What follows belongs to an exercise in optimizing a design on an open flow for small area; a production flow would make more cautious choices.
At most, simulation tests tie the RTL to the original design; equivalence was not proved.
Power figures rest on the tool's default switching activity, not on a simulated workload.

build 85:
Design pwm, start of the top module:
module pwm (
    input  wire        clk,
    input  wire        reset,        
    input  wire [4:0]  address,      
    input  wire        write,
    input  wire        chipselect,
    input  wire [31:0] writedata,
    output wire [31:0] readdata,
    output wire [7:0]  pwm_out
);
==> module pwm, before the edit <==
module pwm (
    input  wire        clk,
    input  wire        reset,        
    input  wire [4:0]  address,      
    input  wire        write,
    input  wire        chipselect,
    input  wire [31:0] writedata,
    output wire [31:0] readdata,
    output wire [7:0]  pwm_out
);
    reg [31:0] regs [15:0];
    reg [15:0] wrtn;
    wire we = chipselect & write;
    integer i;
    always @(posedge clk) begin
        for (i = 0; i < 16; i = i + 1)
            if (we && address[3:0] == i)
                regs[i] <= writedata;
    end
    always @(posedge clk or posedge reset) begin
        if (reset)
            wrtn <= 16'd0;
        else
            for (i = 0; i < 16; i = i + 1)
                if (we && address[3:0] == i)
                    wrtn[i] <= 1'b1;
    end
    reg [31:0] readdata_reg;
    assign readdata = readdata_reg;
    reg [15:0] sel;
    always @* begin
        for (i = 0; i < 16; i = i + 1)
            sel[i] = ~address[4] && address[3:0] == i && wrtn[i];
    end
    wire flag_rd = wrtn[address[3:0]];
    wire k_div   = ~address[4] & ~address[0] & ~flag_rd;    
    wire k_duty  = ~address[4] &  address[0] & ~flag_rd;    
    wire [31:0] kbits = {25'd0, k_div, k_div | k_duty, k_duty, 1'b0, k_div, k_duty, 1'b0};
    wire [31:0] rd_next;
    genvar b;
    generate
        for (b = 0; b < 32; b = b + 1) begin : rb
            wire [15:0] col;
            for (genvar r = 0; r < 16; r = r + 1) begin : rc
                assign col[r] = regs[r][b];
            end
            if (b == 1 || b == 2 || b == 4 || b == 5 || b == 6) begin : k
                pwm_rdbit m (.q(col), .sel(sel), .k(kbits[b]), .y(rd_next[b]));
            end else begin : n
                pwm_rdbit0 m (.q(col), .sel(sel), .y(rd_next[b]));
            end
        end
    endgenerate
    always @(posedge clk)
        readdata_reg <= rd_next;
    reg [31:0] counter;
    wire [31:0] ncounter = ~counter;
    wire lt_div0;
    pwm_lt32 cmp_div (.na(ncounter), .b(regs[0]), .lt(lt_div0));
    wire wrap = wrtn[0] ? ~lt_div0 : (counter >= 32'd100);
    always @(posedge clk or posedge reset) begin
        if (reset)
            counter <= 32'd0;
        else if (wrap)
            counter <= 32'd0;
        else
            counter <= counter + 32'd1;
    end
    reg [7:0] pwm_out_reg;
    assign pwm_out = ~pwm_out_reg;
    wire lt_rst = counter < 32'd50;
    wire [7:0] lt_duty;
    generate
        for (b = 0; b < 8; b = b + 1) begin : pc
            pwm_lt32 cmp (.na(ncounter), .b(regs[2*b+1]), .lt(lt_duty[b]));
        end
    endgenerate
    always @(posedge clk or posedge reset) begin
        if (reset)
            pwm_out_reg <= 8'b0;
        else
            for (i = 0; i < 8; i = i + 1)
                pwm_out_reg[i] <= wrtn[2*i+1] ? lt_duty[i] : lt_rst;
    end
endmodule
export LEC_CHECK = 0
export CAP_MARGIN = 0
export CORE_MARGIN = 2
export CORE_UTILIZATION = 65
export CTS_BUF_LIST = sky130_fd_sc_hd__clkbuf_16
export CTS_CLUSTER_DIAMETER = 80
export CTS_CLUSTER_SIZE = 32
export SETUP_SLACK_MARGIN = 0.05
export SLEW_MARGIN = 0
export SYNTH_HIERARCHICAL = 1
export SYNTH_MINIMUM_KEEP_SIZE = 0
export BUFFER_PORTS_ARGS = -buffer_cell sky130_fd_sc_hd__buf_1
export CTS_ARGS = -sink_clustering_enable -repair_clock_nets -buf_list sky130_fd_sc_hd__clkbuf_16 -sink_clustering_size 32 -sink_clustering_max_diameter 80 -dont_use_dummy_load
create_clock -name core_clock -period 5.0 [get_ports {clk}]
standard.sh (not shown) runs the stock make flow with config.mk's settings and CLKGATE_MAP_FILE= SYNTH_SCRIPT=/design/flow/synth_recipe.tcl, a recipe that flattens the netlist after the stock synthesis.
==> flow/flow/run.sh <==
#!/bin/bash
# Layout flow: the standard layout (standard.sh, all ORFS steps unchanged)
# with two settings added to its config.mk:
#  - port buffers: every input and output port still gets a buffer, but a
#    sky130_fd_sc_hd__buf_1 instead of the default delay cell;
#  - clock tree: the same clustering as config.mk asks for, without the dummy
#    loads CTS otherwise adds for balancing.
# The full make output goes to standard.log in the work folder; ORFS's own
# per-step logs are under orfs/logs/.
set -euo pipefail
cat >> config.mk <<'EOF'
export BUFFER_PORTS_ARGS = -buffer_cell sky130_fd_sc_hd__buf_1
export CTS_ARGS = -sink_clustering_enable -repair_clock_nets -buf_list sky130_fd_sc_hd__clkbuf_16 -sink_clustering_size 32 -sink_clustering_max_diameter 80 -dont_use_dummy_load
EOF
bash standard.sh > standard.log 2>&1
Build 85 finished end to end and its layout was clean on timing, DRC and antenna.
Input-level comparison between trial 70 and build 85:
==> flow/design.v, changed modules only <==
module pwm_incbit (
    input  wire c,
    input  wire t,
    input  wire wrap,
    output wire n
);
    assign n = ~wrap & (c ^ t);
endmodule
module pwm_cy2 (
    input  wire [1:0] c,
    input  wire       t,
    output wire       t1,
    output wire       to
);
    assign t1 = c[0] & t;
    assign to = c[1] & c[0] & t;
endmodule
module pwm (
    input  wire        clk,
    input  wire        reset,        
    input  wire [4:0]  address,      
    input  wire        write,
    input  wire        chipselect,
    input  wire [31:0] writedata,
    output wire [31:0] readdata,
    output wire [7:0]  pwm_out
);
    reg [31:0] regs [15:0];
    reg [15:0] wrtn;
    wire we = chipselect & write;
    integer i;
    always @(posedge clk) begin
        for (i = 0; i < 16; i = i + 1)
            if (we && address[3:0] == i)
                regs[i] <= writedata;
    end
    always @(posedge clk or posedge reset) begin
        if (reset)
            wrtn <= 16'd0;
        else
            for (i = 0; i < 16; i = i + 1)
                if (we && address[3:0] == i)
                    wrtn[i] <= 1'b1;
    end
    reg [31:0] readdata_reg;
    assign readdata = readdata_reg;
    reg [15:0] sel;
    always @* begin
        for (i = 0; i < 16; i = i + 1)
            sel[i] = ~address[4] && address[3:0] == i && wrtn[i];
    end
    wire flag_rd = wrtn[address[3:0]];
    wire k_div   = ~address[4] & ~address[0] & ~flag_rd;    
    wire k_duty  = ~address[4] &  address[0] & ~flag_rd;    
    wire [31:0] kbits = {25'd0, k_div, k_div | k_duty, k_duty, 1'b0, k_div, k_duty, 1'b0};
    wire [31:0] rd_next;
    genvar b;
    generate
        for (b = 0; b < 32; b = b + 1) begin : rb
            wire [15:0] col;
            for (genvar r = 0; r < 16; r = r + 1) begin : rc
                assign col[r] = regs[r][b];
            end
            if (b == 1 || b == 2 || b == 4 || b == 5 || b == 6) begin : k
                pwm_rdbit m (.q(col), .sel(sel), .k(kbits[b]), .y(rd_next[b]));
            end else begin : n
                pwm_rdbit0 m (.q(col), .sel(sel), .y(rd_next[b]));
            end
        end
    endgenerate
    always @(posedge clk)
        readdata_reg <= rd_next;
    reg [31:0] counter;
    wire [31:0] ncounter = ~counter;
    wire lt_div0;
    pwm_lt32 cmp_div (.na(ncounter), .b(regs[0]), .lt(lt_div0));
    wire wrap = wrtn[0] ? ~lt_div0 : (counter >= 32'd100);
    wire [31:0] counter_next;
    wire [31:0] cin;        
    assign cin[1] = counter[0];
    assign cin[2] = counter[1] & counter[0];
    assign cin[31] = counter[30] & cin[30];
    assign counter_next[0] = ~wrap & ~counter[0];
    generate
        for (b = 1; b < 15; b = b + 1) begin : ic
            pwm_cy2 cy (.c(counter[2*b+1:2*b]), .t(cin[2*b]), .t1(cin[2*b+1]), .to(cin[2*b+2]));
        end
        for (b = 1; b < 32; b = b + 1) begin : ib
            pwm_incbit m (.c(counter[b]), .t(cin[b]), .wrap(wrap), .n(counter_next[b]));
        end
    endgenerate
    always @(posedge clk or posedge reset) begin
        if (reset)
            counter <= 32'd0;
        else
            counter <= counter_next;
    end
    reg [7:0] pwm_out_reg;
    assign pwm_out = ~pwm_out_reg;
    wire lt_rst = counter < 32'd50;
    wire [7:0] lt_duty;
    generate
        for (b = 0; b < 8; b = b + 1) begin : pc
            pwm_lt32 cmp (.na(ncounter), .b(regs[2*b+1]), .lt(lt_duty[b]));
        end
    endgenerate
    always @(posedge clk or posedge reset) begin
        if (reset)
            pwm_out_reg <= 8'b0;
        else
            for (i = 0; i < 8; i = i + 1)
                pwm_out_reg[i] <= wrtn[2*i+1] ? lt_duty[i] : lt_rst;
    end
endmodule
==> comparison <==
Delta (trial 70 minus build 85): simple-gate share of the synthesized area saw a decrease; total met2 wirelength after detailed routing rose about 6%; worst setup slack dropped 0.16 ns; cell area moved up; combinational power share moved up. Against build 85, routed wire length in trial 70 rose slightly. Iteration count of the initial detailed-routing pass, build 85 and trial 70: lower on build 85. Compared to build 85, trial 70 leaves less free space in the core. Sort build 85 and trial 70 by total chip power, ascending, and build 85 comes first. In terms of power density over the cells, trial 70 and build 85 differ only marginally. | cell internal power dissipation | trial 70 vs build 85 | 0.73% higher |. Taking build 85 as the reference point, the share of the clock period used by the worst path of trial 70 rises by 3.2 points. Global-route track usage on met2: build 85 and trial 70 compared, higher one is trial 70.
No functional check of the RTL was part of trial 70.

==> port drivers added, routing unchanged <==
The flow's constraints put no driver on any port. The routed layouts listed below were extracted and timed again, unchanged, in two steps.
Step 1 assumes that a clkbuf_16 drives the clock port and a buf_2 every other input.
Step 2, shift: input delay + t, output delay - t, t = (earliest + latest rising clock arrival at the registers) / 2. This alone moves slack from input paths to output paths.
Three values: ideal ports, drivers, drivers and shift; two values: the first two.
| run | t (ns) | slack for setup (ns) | worst setup path after step 2 | latest minus earliest clock arrival (ns) | slew at the worst register clock pin (ns) |
|---|---|---|---|---|---|
| build 85 | 0.625 | 0.271 / 0.271 / 0.271 | register to register | 0.049 / 0.049 | 0.12 / 0.12 |
| trial 70 | 0.613 | 0.112 / 0.112 / 0.112 | register to register | 0.057 / 0.057 | 0.12 / 0.12 |
After both steps every run listed still meets setup and hold.
